This design comes from an exercise in tuning for small area on the open sky130 flow, not from production work. Function was checked by simulation only, so behaviour that the tests miss may differ from the original. No activity file was given, so power comes from the tool's default toggle rates. The clock port is modelled as an ideal driver; clocking choices that lean on that would not hold on a real chip.

### flow/config.mk
export PLATFORM = sky130hd
export DESIGN_NAME = sd_encr_device
export DESIGN_NICKNAME = sd_encr_device
export VERILOG_FILES = /design/flow/design.v
export SDC_FILE = /design/flow/constraint.sdc
export NUM_CORES = 4
export LEC_CHECK = 0
export CAP_MARGIN = 20
export CORE_MARGIN = 2
export CORE_UTILIZATION = 50
export CTS_BUF_LIST = sky130_fd_sc_hd__clkbuf_16
export CTS_CLUSTER_DIAMETER = 100
export CTS_CLUSTER_SIZE = 30
export PLACE_DENSITY_LB_ADDON = 0.1
export SLEW_MARGIN = 20
export SYNTH_HIERARCHICAL = 1
export SYNTH_MINIMUM_KEEP_SIZE = 0
### flow/constraint.sdc
create_clock -name core_clock -period 10.0 [get_ports {clk}]
set_input_delay 2.0000 -clock core_clock [delete_from_list [all_inputs] [get_ports {clk}]]
set_output_delay 2.0000 -clock core_clock [all_outputs]
set_load 0.01 [all_outputs]
### flow/design.v
module spi_transactor (
    input  wire       clk,
    input  wire       rst,
    input  wire       load,
    input  wire [7:0] load_data,
    output reg  [7:0] sr,           
    output reg        done,
    output wire       active,       
    output reg        spi_clk,
    output wire       spi_mosi,
    input  wire       spi_miso
);
    reg       start;
    reg       busy;
    reg [2:0] div;
    reg [3:0] bit_cnt;
    reg       sbit;
    assign active   = start | busy | done;
    assign spi_mosi = ~busy | sr[7];
    wire div0 = (div == 3'd0);
    wire rise = spi_clk & div0;
    wire fall = busy & ~spi_clk & div0 & (bit_cnt != 4'd0);
    wire last = fall & (bit_cnt == 4'd8);
    always @(posedge clk or posedge rst) begin
        if (rst) begin
            start   <= 1'b0;
            busy    <= 1'b0;
            done    <= 1'b0;
            spi_clk <= 1'b0;
        end else begin
            start <= load;
            done  <= last;
            if (!busy)
                spi_clk <= 1'b0;
            else if (div == 3'd4)
                spi_clk <= ~spi_clk;
            if (start)
                busy <= 1'b1;
            else if (last)
                busy <= 1'b0;
        end
    end
    always @(posedge clk) begin
        if (!busy || div == 3'd4)
            div <= 3'd0;
        else
            div <= div + 1'd1;
        if (start)
            bit_cnt <= 4'd0;
        else if (rise)
            bit_cnt <= bit_cnt + 1'd1;
        if (rise)
            sbit <= spi_miso;
        if (load)
            sr <= load_data;
        else if (fall)
            sr <= {sr[6:0], sbit};
    end
endmodule
module SD_Controller (
    input  wire         clk,
    input  wire         rst,
    input  wire         start,
    input  wire [511:0] key,
    output wire         done,
    output wire         spi_clk,
    output wire         spi_cs_n,
    output wire         spi_mosi,
    input  wire         spi_miso
);
localparam P_SETUP = 2'd0, P_SEND = 2'd1, P_WAIT = 2'd2, P_MISC = 2'd3;
localparam C_CMD0 = 4'd0, C_CMD8 = 4'd1, C_CMD59 = 4'd2, C_CMD55 = 4'd3,
           C_ACMD41 = 4'd4, C_CMD58 = 4'd5, C_CMD16 = 4'd6, C_READ = 4'd7,
           C_WRITE = 4'd8;
localparam M_IDLE = 4'd0, M_POWERUP = 4'd1, M_RTOKEN = 4'd2, M_RDATA = 4'd3,
           M_WWAIT = 4'd4, M_WTOKEN = 4'd5, M_WDATA = 4'd6, M_WRESP = 4'd7,
           M_WBUSY = 4'd8, M_ERROR = 4'd9;
reg  [3:0]  idx;
reg  [1:0]  ph;
reg         cs_n;
reg  [5:0]  cnt;        
reg  [10:0] tcnt;       
reg  [10:0] retry;
reg  [3:0]  rr;         
wire [10:0] tcnt_inc  = {tcnt[9:0], ~(tcnt[10] ^ tcnt[8])};
wire [10:0] retry_inc = {retry[9:0], ~(retry[10] ^ retry[8])};
wire [3:0]  rr_inc    = {rr[2:0], ~(rr[3] ^ rr[2])};
wire t80    = (tcnt  == 11'd1688);    
wire t1001  = (tcnt  == 11'd433);     
wire t1025  = (tcnt  == 11'd1407);    
wire r2001  = (retry == 11'd1870);    
wire rr10   = (rr    == 4'd2);        
reg  [17:0] addr;       
wire       active;
wire       tx_done;
wire [7:0] rx_cur;     
reg        load;
reg  [7:0] load_data;
assign spi_cs_n = cs_n;
assign done     = (ph == P_SETUP) && (idx == C_WRITE);
spi_transactor u_spi (
    .clk       (clk),
    .rst       (rst),
    .load      (load),
    .load_data (load_data),
    .sr        (rx_cur),
    .done      (tx_done),
    .active    (active),
    .spi_clk   (spi_clk),
    .spi_mosi  (spi_mosi),
    .spi_miso  (spi_miso)
);
wire       in_misc = (ph == P_MISC);
wire       shift   = in_misc && (((idx == M_RTOKEN || (idx == M_RDATA && cnt != 6'd63)) && tx_done) ||
                                 (idx == M_WDATA && !active));
wire       xen     = in_misc && (idx == M_WWAIT) && (cnt == 6'd5);
wire [7:0] blk_byte;
xorEncr u_buf (
    .clk      (clk),
    .shift    (shift),
    .xen      (xen),
    .in_byte  (rx_cur),
    .key      (key),
    .out_byte (blk_byte)
);
wire rw_cmd = (idx == C_READ) || (idx == C_WRITE);
wire i0 = (idx == C_CMD0),   i1 = (idx == C_CMD8),  i2 = (idx == C_CMD59), i3 = (idx == C_CMD55);
wire i4 = (idx == C_ACMD41), i5 = (idx == C_CMD58), i6 = (idx == C_CMD16), i7 = (idx == C_READ);
wire i8 = (idx == C_WRITE);
wire c0 = (cnt[2:0] == 3'd0), c1 = (cnt[2:0] == 3'd1), c2 = (cnt[2:0] == 3'd2);
wire c3 = (cnt[2:0] == 3'd3), c4 = (cnt[2:0] == 3'd4), c5 = (cnt[2:0] == 3'd5);
wire [7:0] b0 = {1'b0, 1'b1,
                 i2 | i3 | i4 | i5,                
                 i2 | i3 | i5 | i6 | i7 | i8,      
                 i1 | i2 | i4 | i5 | i8,           
                 i3,                               
                 i2 | i3 | i5,                     
                 i2 | i3 | i4 | i7};               
wire [7:0] b5 = {i0 | i1 | i5 | i6,                
                 i3 | i5 | i6,                     
                 i3 | i5 | i6,                     
                 i0 | i5 | i6,                     
                 i5 | i6,
                 i0 | i1 | i3 | i5 | i6,           
                 i1 | i5 | i6,                     
                 1'b1};
wire [7:0] cmd_byte = ({8{c0}} & b0) | ({8{c5}} & b5) |
                      ({8{c1 & rw_cmd}} & addr[17:10]) |
                      ({8{c2 & rw_cmd}} & addr[9:2]) |
                      ({8{c3 & rw_cmd}} & {addr[1:0], 6'd0}) |
                      ({8{c3 & i1}} & 8'h01) |
                      ({8{c4 & i1}} & 8'hAA) |
                      ({8{c4 & i6}} & 8'h40);
reg rx_ff, rx_00, rx_01, rx_fe, rx_x5;
always @(posedge clk) begin
    if (tx_done) begin
        rx_ff <= (rx_cur == 8'hFF);
        rx_00 <= (rx_cur == 8'h00);
        rx_01 <= (rx_cur == 8'h01);
        rx_fe <= (rx_cur == 8'hFE);
        rx_x5 <= (rx_cur[4:0] == 5'h05);
    end
end
wire exp01  = (idx == C_CMD0) || (idx == C_CMD8) || (idx == C_CMD55);
wire rx_ok  = exp01 ? rx_01 : rx_00;
wire multi  = (idx == C_CMD8) || (idx == C_CMD58);
always @(*) begin
    load      = 1'b0;
    load_data = 8'hFF;
    if (!active) begin
        case (ph)
            P_SEND: begin load = 1'b1; load_data = cmd_byte; end
            P_WAIT: load = 1'b1;
            P_SETUP: ;
            default: case (idx)
                M_POWERUP: load = !t80;
                M_RTOKEN, M_RDATA, M_WRESP, M_WBUSY: load = 1'b1;
                M_WTOKEN: begin load = 1'b1; load_data = 8'hFE; end
                M_WDATA:  begin load = 1'b1; load_data = blk_byte; end
                default: ;
            endcase
        endcase
    end
end
always @(posedge clk or posedge rst) begin
    if (rst) begin
        ph    <= P_MISC;
        idx   <= M_IDLE;
        cs_n  <= 1'b1;
        retry <= 11'd0;
        addr  <= 18'd0;
    end else begin
        case (ph)
            P_SETUP: begin
                cs_n <= 1'b0;
                ph   <= P_SEND;
                if (idx == C_ACMD41) begin
                    retry <= retry_inc;
                    if (r2001) begin ph <= P_MISC; idx <= M_ERROR; end
                end
            end
            P_SEND: begin
                if (tx_done && cnt == 6'd6) ph <= P_WAIT;
            end
            P_WAIT: begin
                if (tx_done) begin
                    if (!rx_ff && rx_ok && !(multi && cnt != 6'd4)) begin
                        if (idx == C_READ) begin
                            ph <= P_MISC; idx <= M_RTOKEN;
                        end else if (idx == C_WRITE) begin
                            ph <= P_MISC; idx <= M_WTOKEN;
                        end else begin
                            ph <= P_SETUP; idx <= idx + 1'd1;
                        end
                    end
                    if (rr10) begin
                        retry <= retry_inc;
                        if (r2001) begin ph <= P_MISC; idx <= M_ERROR; end
                        else begin ph <= P_SETUP; idx <= C_CMD0; end
                    end
                end
            end
            default: case (idx)
                M_IDLE: begin
                    cs_n <= 1'b1;
                    idx  <= M_POWERUP;
                end
                M_POWERUP: begin
                    if (t80) begin ph <= P_SETUP; idx <= C_CMD0; end
                end
                M_RTOKEN: begin
                    if (tx_done) begin
                        if (rx_fe) idx <= M_RDATA;
                        else if (t1025) idx <= M_ERROR;
                    end
                end
                M_RDATA: begin
                    if (tx_done && cnt == 6'd63) idx <= M_WWAIT;
                end
                M_WWAIT: begin
                    if (cnt == 6'd9) begin ph <= P_SETUP; idx <= C_WRITE; end
                end
                M_WTOKEN: begin
                    if (tx_done) idx <= M_WDATA;
                end
                M_WDATA: begin
                    if (tx_done && cnt == 6'd63) idx <= M_WRESP;
                end
                M_WRESP: begin
                    if (tx_done && rx_x5) idx <= M_WBUSY;
                end
                M_WBUSY: begin
                    if (tx_done && rx_ff) begin
                        addr <= addr + 1'd1;
                        cs_n <= 1'b1;
                        ph   <= P_SETUP;
                        idx  <= C_READ;
                    end
                end
                M_ERROR: begin
                    cs_n <= 1'b1;
                end
                default: ;
            endcase
        endcase
    end
end
always @(posedge clk) begin
    case (ph)
        P_SETUP: begin
            cnt <= 6'd0;
            if (idx == C_CMD0 || idx == C_CMD8) begin
                rr   <= 4'd0;
                tcnt <= 11'd0;
            end
        end
        P_SEND: begin
            if (!active) cnt <= cnt + 1'd1;
            else if (tx_done && cnt == 6'd6) cnt <= 6'd0;
        end
        P_WAIT: begin
            if (!active) begin
                if (!t1001) tcnt <= tcnt_inc;
            end
            else if (tx_done) begin
                if (!rx_ff) begin
                    tcnt <= 11'd0;
                    if (rx_ok) begin
                        if (multi && cnt != 6'd4) cnt <= cnt + 1'd1;
                    end else
                        rr <= rr_inc;
                end else if (t1001)
                    rr <= rr_inc;
            end
        end
        default: case (idx)
            M_IDLE: tcnt <= 11'd0;
            M_POWERUP: if (tx_done) tcnt <= tcnt_inc;
            M_RTOKEN: begin
                if (tx_done) begin
                    if (rx_fe) begin cnt <= 6'd0; tcnt <= 11'd0; end
                    else tcnt <= tcnt_inc;
                end
            end
            M_RDATA: if (tx_done && cnt != 6'd63) cnt <= cnt + 1'd1;
            M_WWAIT: begin
                if (cnt == 6'd63) cnt <= 6'd0;
                else if (cnt != 6'd0 || start) cnt <= cnt + 1'd1;
            end
            M_WDATA: if (tx_done && cnt != 6'd63) cnt <= cnt + 1'd1;
            default: ;
        endcase
    endcase
end
endmodule
module rf_a2bb2oi (
    input  wire a1_n, a2_n, b1, b2,
    output wire y
);
    assign y = ~((~a1_n & ~a2_n) | (b1 & b2));
endmodule
module rf_a222oi (
    input  wire a1, a2, b1, b2, c1, c2,
    output wire y
);
    assign y = ~((a1 & a2) | (b1 & b2) | (c1 & c2));
endmodule
module regfile_1024bit (
    input  wire         clk,        
    input  wire         rw,         
    input  wire         sel,        
    input  wire [511:0] data_in,    
    output reg  [511:0] data_out    
);
    reg  [511:0] lo_n;
    reg  [511:0] hi_n;
    wire [511:0] lo_n_next, hi_n_next, out_next;
    wire [511:0] out_n = ~data_out;
    wire we_lo = rw & ~sel;         
    wire we_hi = rw & sel;          
    wire rd_lo = ~rw & ~sel;        
    wire rd_hi = ~rw & sel;         
    genvar i;
    generate
        for (i = 0; i < 512; i = i + 1) begin : g_bit
            rf_a2bb2oi u_lo (.a1_n(we_lo), .a2_n(lo_n[i]), .b1(we_lo), .b2(data_in[i]), .y(lo_n_next[i]));
            rf_a2bb2oi u_hi (.a1_n(we_hi), .a2_n(hi_n[i]), .b1(we_hi), .b2(data_in[i]), .y(hi_n_next[i]));
            rf_a222oi  u_out (.a1(rw), .a2(out_n[i]), .b1(rd_hi), .b2(hi_n[i]), .c1(rd_lo), .c2(lo_n[i]),
                              .y(out_next[i]));
        end
    endgenerate
    always @(posedge clk) begin
        lo_n     <= lo_n_next;
        hi_n     <= hi_n_next;
        data_out <= out_next;
    end
endmodule
module xe_nand2 (input wire a, b, output wire y);
    assign y = ~(a & b);
endmodule
module xe_nor2 (input wire a, b, output wire y);
    assign y = ~(a | b);
endmodule
module xe_xnor2 (input wire a, b, output wire y);
    assign y = ~(a ^ b);
endmodule
module xe_a21oi (input wire a1, a2, b1, output wire y);
    assign y = ~((a1 & a2) | b1);
endmodule
module xorEncr (
    input  wire         clk,
    input  wire         shift,      
    input  wire         xen,        
    input  wire [7:0]   in_byte,
    input  wire [511:0] key,
    output wire [7:0]   out_byte
);
    reg  [511:0] s;
    wire [511:0] s_next;
    wire [511:0] below = {s[503:0], in_byte};
    genvar i;
    generate
        for (i = 0; i < 512; i = i + 1) begin : g_bit
            wire g_n, x, h;
            xe_nand2 u_g (.a(xen), .b(key[i]), .y(g_n));         
            xe_xnor2 u_x (.a(s[i]), .b(g_n), .y(x));             
            xe_nor2  u_h (.a(shift), .b(x), .y(h));
            xe_a21oi u_y (.a1(shift), .a2(below[i]), .b1(h), .y(s_next[i]));   
        end
    endgenerate
    always @(posedge clk)
        s <= s_next;
    assign out_byte = s[511:504];
endmodule
module sd_encr_device (
    input wire clk,                     
    input wire rst,                     
    input wire start,                   
    input wire rw_flag,                 
    output wire done,                   
    output wire sd_clk,
    output wire sd_cs_n,
    output wire sd_mosi,
    input  wire sd_miso,
    input wire key_rw,                  
    input wire key_sel,                 
    input wire [511:0] key_data_in,     
    output wire [511:0] key_data_out    
);
    regfile_1024bit u_regfile (
        .clk      (clk),
        .rw       (key_rw),
        .sel      (key_sel),
        .data_in  (key_data_in),
        .data_out (key_data_out)
    );
    SD_Controller u_sd_controller (
        .clk      (clk),
        .rst      (rst),
        .start    (start),
        .key      (key_data_out),
        .done     (done),
        .spi_clk  (sd_clk),
        .spi_cs_n (sd_cs_n),
        .spi_mosi (sd_mosi),
        .spi_miso (sd_miso)
    );
endmodule
### flow/flow/run.sh
#!/bin/bash
# The standard layout (standard.sh) with three changes:
#  - flow/downsize.tcl runs before floorplanning (PRE_FLOORPLAN_TCL): each
#    combinational cell of the synthesized netlist gets the smallest drive
#    strength of its type; repair_design/repair_timing size up what needs it.
#  - the buffer on every input and output port is sky130_fd_sc_hd__buf_1
#    instead of the cell buffer_ports picks itself.
#  - clock tree synthesis gets the same arguments ORFS builds from the
#    CTS_* settings in config.mk, plus -dont_use_dummy_load (no balancing
#    load cells on the clock tree).
# Synthesis is standard.sh's, unchanged. make's full output goes to
# standard_finish.log here; ORFS's per-step logs are under orfs/logs.
set -euo pipefail
cd "$(dirname "${BASH_SOURCE[0]}")/.."
bash standard.sh \
  "PRE_FLOORPLAN_TCL=$PWD/flow/downsize.tcl" \
  "BUFFER_PORTS_ARGS=-buffer_cell sky130_fd_sc_hd__buf_1" \
  "CTS_ARGS=-sink_clustering_enable -repair_clock_nets -sink_clustering_size 30 -sink_clustering_max_diameter 100 -buf_list sky130_fd_sc_hd__clkbuf_16 -dont_use_dummy_load" \
  finish > standard_finish.log 2>&1
### flow/flow/downsize.tcl
# PRE_FLOORPLAN hook: give every combinational cell of the synthesized
# netlist the smallest-area drive strength of its own type (same function and
# pins). Registers, clock cells and anything else are left as they are.
# repair_design and repair_timing later size up whatever needs it.
set db [ord::get_db]
set block [ord::get_db_block]
set skip {^(df|edf|sdf|sedf|dl|sdl|clk|tap|fill|decap|conb|lpflow|probe|diode|ebuf|einv)}
set swapped 0
foreach inst [$block getInsts] {
  set m [$inst getMaster]
  set name [$m getName]
  if {![regexp {^sky130_fd_sc_hd__([a-z0-9]+)_([0-9]+)$} $name -> base size]} { continue }
  if {[regexp $skip $base]} { continue }
  set best $m
  set best_area [expr {[$m getWidth] * [$m getHeight]}]
  foreach s {0 1 2 4} {
    set c [$db findMaster sky130_fd_sc_hd__${base}_$s]
    if {$c == "NULL" || $c == ""} { continue }
    set a [expr {[$c getWidth] * [$c getHeight]}]
    if {$a < $best_area} { set best $c; set best_area $a }
  }
  if {$best != $m} {
    $inst swapMaster $best
    incr swapped
  }
}
puts "downsize.tcl: swapped $swapped instances to smaller drive strengths"
### flow/standard.sh
#!/bin/bash
# synth_recipe.tcl (not shown) runs the flow's synth.tcl, then flattens the netlist and writes it again
# the make line also repeats each setting of config.mk as NAME=value (left out here)
make -C /OpenROAD-flow-scripts/flow DESIGN_CONFIG=/design/flow/config.mk WORK_HOME=/design/flow/orfs CLKGATE_MAP_FILE= SYNTH_SCRIPT=/design/flow/synth_recipe.tcl "${@:-finish}"
==> results of run 1 <==
## power by group
part	switching, mW	internal [mW]	total (mW)
logic	1.06	0.924	1.98
registers	0.624	9.41	10.0
clock network	2.53	1.49	4.02
total	4.21	11.8	16.0
## metal layers
layer,wire [um],global-route usage,share of wire
met5,523,0,0.0024
met4,9916,0.1217,0.046
met3,17030,0.08028,0.079
met2,98990,0.4374,0.46
met1,88030,0.3439,0.41
## registers in the layout (all words and copies together), names as in the netlist, 2 cells and up
name	cells
u_sd_controller.u_spi.div	3
u_regfile.lo_n	512
u_sd_controller.retry	11
u_sd_controller.u_buf.s	512
u_sd_controller.idx	4
u_sd_controller.addr	18
u_sd_controller.rr	4
u_sd_controller.u_spi.sr	8
u_regfile.data_out	512
u_sd_controller.u_spi.bit_cnt	4
u_regfile.hi_n	512
u_sd_controller.ph	2
u_sd_controller.cnt	6
u_sd_controller.tcnt	11
## how the worst max path moves through the flow
stage	start	to	slack, ns	depth (start not counted)
CTS	key_rw	u_regfile.lo_n[479]$_DFF_P_	5.06	6
finish	key_rw	u_regfile.lo_n[479]$_DFF_P_	5.06	6
floorplan	key_rw	u_regfile.lo_n[0]$_DFF_P_	-3.63	2
detailed placement	key_rw	u_regfile.lo_n[479]$_DFF_P_	4.29	6
global placement	key_rw	u_regfile.lo_n[15]$_DFF_P_	4.35	6
global route	key_rw	u_regfile.lo_n[479]$_DFF_P_	4.87	6
## cell usage in the layout, fill, tap and decap left out, types with 8 or more instances in the layout
master	n
dfxtp_1	2055
nor2_1	560
a2bb2oi_1	1024
xnor2_1	529
nor3_1	10
and2_1	15
and3_1	16
o22ai_1	8
a21oi_1	529
nand4_1	10
clkbuf_16	82
edfxtp_1	35
a222oi_1	513
buf_4	51
nand2_1	555
inv_1	537
dfrtp_1	37
o21ai_0	23
nand3_1	13
buf_1	1032
mux2_2	24
buf_12	11
ha_1	17
diode_2	33
xor2_1	9
## cell type report
type / count / area share
well taps: 1917 / 0.02931
flip-flops and latches: 2130 / 0.5278
clock buffers: 82 / 0.02507
diodes: 33 / 0.001009
inverters: 540 / 0.02477
repair buffers: 1095 / 0.05479
multi-input cells: 3965 / 0.3373
## metrics by stage
step / cell area (um^2) / power, mW
global route: 81820 / 16.67
finish: 81840 / 16.03
global placement: 79710 / 12.11
CTS: 81760 / 16.13
detailed placement: 79710 / 12.18
floorplan: 72920 / 11.53
## worst reg2reg max path, delay by kind of cell, from the launching register on
kind            cells  cell delay (ns)
compound gates      2             0.56
buf+inv             2             1.82
flops               1             0.67
simple gates        2             1.26
==> results.json, run 1 <==
{
  "status": "finished clean",
  "clk_latency_ns": 0.73,
  "slew-limit-headroom": 0.2176,
  "firstDrtPassIters": 9,
  "cellLeakagePower_nw": 32.13,
  "hold_path_end": "u_regfile.data_out[259]$_DFF_P_",
  "cts.sinks": 2130,
  "pin_count": 1035,
  "cp_top_family": "buffers and inverters",
  "finalSetupViolCount": 0,
  "cts_resized": 0,
  "crit_type": "in2reg",
  "initial_core_util": 0.5017,
  "n_fill_cell": 12963,
  "ff2ff_path_depth": 6,
  "crit_arrival_ns": 5.55,
  "holdPathStages": 1,
  "final.setup.tns_ns": 0,
  "placedCellCount": 9647,
  "tightest_slew_ns": 1.174,
  "grt_max_degree": 242,
  "num_rows": 140,
  "max_cap_violations": 0,
  "drt-initial-drc-count": 5068,
  "synth_warnings": 10,
  "grt_usage": 0.2743,
  "power_density_mw_per_mm2": 195.9,
  "drc": 0,
  "hold_class": "reg2reg",
  "drv_slew": 0,
  "cts_buffer_depth": 3,
  "crit_chain": "clkbuf_4 > buf_4 > nor2b_4 > buf_4 > buf_4 > a2bb2oi_1",
  "crit_top_cell": "buf_4",
  "hold_viol": 0,
  "grt_antenna_before_repair": 91,
  "layout-drive-gt1-share": 0.02419,
  "worstPathRequired_ns": 10.61,
  "viasPerCell": 5.660,
  "vdd_drop_max_v": 0.0001708,
  "multi_input_area_mm2": 0.02760,
  "grt_pass1_vias": 51701,
  "gp_congestion": 0.8777,
  "finalCriticalPeriod_ns": 4.941,
  "wirelength_mm": 214.5,
  "die_area_mm2": 0.1488,
  "critPathBufInv": 4,
  "cts-root-buf": "clkbuf_16",
  "nets": 8352,
  "grt_pass1_wl_mm": 318.0,
  "cts_tree": "built",
  "r2r-start": "u_sd_controller.u_spi.done$_DFF_PP0_",
  "syn_inst": 6659,
  "io_buffers": 1033,
  "postCtsSetupBuffers": 0,
  "ctsHoldBuffers": 0,
  "endpoint_kind": "flip-flop",
  "worst_slack_ns": 5.059,
  "vias": 55252,
  "cts_buffers": 82,
  "die_h_um": 385.7,
  "r2r_slack_ns": 5.56,
  "final_antenna_net_count": 0,
  "fin_crit_sh": 0.4941,
  "finalNonFillerCells": 9762,
  "clock.fmax_mhz": 202.4,
  "overflow": 0,
  "cts.clk_slew.worst_paths_ns": 0.11,
  "coreArea_mm2": 0.1452,
  "path_max_fanout": 82,
  "pre_cts_ws_ns": 4.294,
  "crit_slowest_cell": "buf_4",
  "cts_max_level": 3,
  "min_from": "u_regfile.hi_n[259]$_DFF_P_",
  "regArea_mm2": 0.04320,
  "finClkSkew_ns": 0.07935,
  "hpwl_mm": 144.7,
  "fin_hold_ws_ns": 0.3990,
  "critPathMaxStageDelay_ns": 0.80,
  "grt_setup_unrepaired": "no",
  "die_w_um": 385.7,
  "wire_per_inst_um": 21.97,
  "r2r_end": "u_sd_controller.u_buf.s[285]$_DFF_P_",
  "critPathLaunchType": "primary input",
  "final_util": 0.5636,
  "syn_nets": 7197
}
==> run 2: changes to the inputs <==
--- a/flow/flow/run.sh
+++ b/flow/flow/run.sh
@@ -15,5 +15,5 @@
 bash standard.sh \
   "PRE_FLOORPLAN_TCL=$PWD/flow/downsize.tcl" \
   "BUFFER_PORTS_ARGS=-buffer_cell sky130_fd_sc_hd__buf_1" \
-  "CTS_ARGS=-sink_clustering_enable -repair_clock_nets -sink_clustering_size 30 -sink_clustering_max_diameter 100 -buf_list sky130_fd_sc_hd__clkbuf_16 -dont_use_dummy_load" \
+  "CTS_ARGS=-sink_clustering_enable -repair_clock_nets -sink_clustering_size 40 -sink_clustering_max_diameter 60 -buf_list sky130_fd_sc_hd__clkbuf_16 -dont_use_dummy_load" \
   finish > standard_finish.log 2>&1
--- a/flow/config.mk
+++ b/flow/config.mk
@@ -7,11 +7,11 @@
 export LEC_CHECK = 0
 export CAP_MARGIN = 20
 export CORE_MARGIN = 2
-export CORE_UTILIZATION = 50
+export CORE_UTILIZATION = 45
 export CTS_BUF_LIST = sky130_fd_sc_hd__clkbuf_16
-export CTS_CLUSTER_DIAMETER = 100
-export CTS_CLUSTER_SIZE = 30
-export PLACE_DENSITY_LB_ADDON = 0.1
+export CTS_CLUSTER_DIAMETER = 60
+export CTS_CLUSTER_SIZE = 40
+export PLACE_DENSITY_LB_ADDON = 0.2
 export SLEW_MARGIN = 20
 export SYNTH_HIERARCHICAL = 1
 export SYNTH_MINIMUM_KEEP_SIZE = 0
==> results.json, run 2 <==
{
  "num_rows": 147,
  "clk_latency_ns": 0.78,
  "coreArea_mm2": 0.1608,
  "cellLeakagePower_nw": 32.80,
  "die_area_mm2": 0.1651,
  "wire_per_inst_um": 21.39,
  "fin_crit_sh": 0.5043,
  "syn_inst": 6659,
  "viasPerCell": 5.569,
  "placed_area_mm2": 0.08000,
  "drc": 0,
  "ctsHoldBuffers": 0,
  "slew-limit-headroom": 0.1333,
  "cp_top_family": "buffers and inverters",
  "fin_area_mm2": 0.08355,
  "regArea_mm2": 0.04320,
  "crit_top_cell": "buf_4",
  "max_cap_violations": 0,
  "pin_count": 1035,
  "hpwl_mm": 141.4,
  "finalNonFillerCells": 10047,
  "grt_usage": 0.2466,
  "cts_resized": 0,
  "critPathMaxStageDelay_ns": 0.79,
  "worst_slack_ns": 4.957,
  "syn_nets": 7197,
  "endpoint_kind": "flip-flop",
  "io_buffers": 1033,
  "finalSetupViolCount": 0,
  "die_h_um": 406.4,
  "synth_warnings": 10,
  "clock.fmax_mhz": 198.3,
  "status": "finished clean",
  "finalCriticalPeriod_ns": 5.043,
  "grt_antenna_before_repair": 76,
  "grt_pass1_vias": 52253,
  "n_fill_cell": 14805,
  "layout_common_cells": "dfxtp_1 (2055), buf_1 (1032), a2bb2oi_1 (1024), nor2_1 (560), nand2_1 (555)",
  "firstDrtPassIters": 8,
  "critPathBufInv": 4,
  "cts_buffers": 139,
  "grt_max_degree": 225,
  "crit_arrival_ns": 5.66,
  "initial_core_util": 0.4532,
  "cts_max_level": 4,
  "gp_congestion": 0.8687,
  "final_common_cell": "dfxtp_1",
  "cts.sinks": 2130,
  "pre_cts_ws_ns": 4.135,
  "critPathLaunchType": "primary input",
  "drt-initial-drc-count": 5458,
  "postCtsSetupBuffers": 0,
  "multi_input_area_mm2": 0.02760,
  "vias": 55948,
  "final_antenna_net_count": 0,
  "power_density_mw_per_mm2": 205.7,
  "worstPathRequired_ns": 10.62,
  "path_max_fanout": 81,
  "die_w_um": 406.4,
  "wirelength_mm": 214.9,
  "layout-drive-gt1-share": 0.02978,
  "placedCellCount": 9878,
  "drv_slew": 0,
  "crit_type": "in2reg",
  "hold_viol": 0,
  "overflow": 0,
  "grt_pass1_wl_mm": 318.8,
  "hold_class": "reg2reg",
  "cts_tree": "built",
  "nets": 8397,
  "finClkSkew_ns": 0.1051,
  "crit_slowest_cell": "buf_4",
  "vdd_drop_max_v": 0.0001524,
  "tightest_slew_ns": 1.300,
  "cts.clk_slew.worst_paths_ns": 0.08,
  "cts_buffer_depth": 3,
  "crit_chain": "clkbuf_4 > buf_4 > nor2b_4 > buf_4 > buf_4 > a2bb2oi_1",
  "grt_setup_unrepaired": "no",
  "cts-root-buf": "clkbuf_16"
}
-- run 2: routing by layer --
layer  global-route usage  share of wire
met1               0.3124           0.42
met3              0.07093          0.078
met5                    0         0.0023
met4               0.1020          0.041
met2               0.3930           0.46
-- run 2: final timing paths --
path	start	end	slack [ns]	cells after the start
worst max-delay path	key_rw	u_regfile.lo_n[212]$_DFF_P_	4.96	6
worst min-delay path	u_sd_controller.u_buf.s[86]$_DFF_P_	u_sd_controller.u_buf.s[94]$_DFF_P_	0.39	1
worst max register to register	u_sd_controller.u_spi.done$_DFF_PP0_	u_sd_controller.u_buf.s[407]$_DFF_P_	5.77	7
worst min register to register	u_sd_controller.u_buf.s[86]$_DFF_P_	u_sd_controller.u_buf.s[94]$_DFF_P_	0.39	1
max in group asynchronous	rst	u_sd_controller.retry[6]$_DFFE_PP0P_	8.22	3
min in group asynchronous	rst	u_sd_controller.u_spi.done$_DFF_PP0_	1.11	2
-- run 2: cell type report --
cell class / instances / share of cell area
Clock buffer: 139 / 0.04163
Timing Repair Buffer: 1083 / 0.05349
Tap cell: 2160 / 0.03235
Multi-Input combinational cell: 3965 / 0.3304
Antenna cell: 30 / 0.0008985
Inverter: 540 / 0.02426
Sequential cell: 2130 / 0.5170
-- run 2: metrics by stage --
step           power (mW)  hold slack (ns)  TNS [ns]  utilization
5_1_grt             17.87           0.4165         0       0.5197
3_3_place_gp        12.10           0.4243         0       0.4976
3_5_place_dp        12.17           0.4268         0       0.4976
4_1_cts             17.31           0.3916         0       0.5193
6_report            17.19           0.3887         0       0.5197
2_1_floorplan       11.53           0.4178  -4341.25            -
-- run 2: power by group --
part,internal [mW],switching [mW],total (mW)
Sequential,9.41,0.637,10.0
Combinational,0.925,1.03,1.96
Clock,2.46,2.72,5.18
Total,12.8,4.39,17.2

==> what the ideal ports hide <==
The results above use ideal ports. As a check the final layouts listed here were re-extracted and re-timed, cells and wires unchanged.
Step 1: set_driving_cell puts a clkbuf_16 on clk and a buf_2 on each other input, an assumption about the parent block.
Step 2 moves the port delays by t, midway between the first and last clock arrival at a register: inputs arrive t later, outputs are due t later. That takes back most of the time a late clock gives input paths.
Three values: no drivers, after step 1, after step 2; two values: the first two.
| run | t (ns) | setup slack, ns | worst register clock-pin slew, ns | pins driven straight from the clock port |
|---|---|---|---|---|
| run 1 | 0.779 | 5.059 / 5.108 / 4.328 | 0.12 / 0.12 | 1 |
| run 2 | 0.814 | 4.957 / 5.020 / 4.206 | 0.11 / 0.11 | 1 |
After both steps setup and hold are still met in every run listed. The setup slack of run 2, which loses most, moves by +0.063 ns with the drivers and by -0.751 ns with both steps.
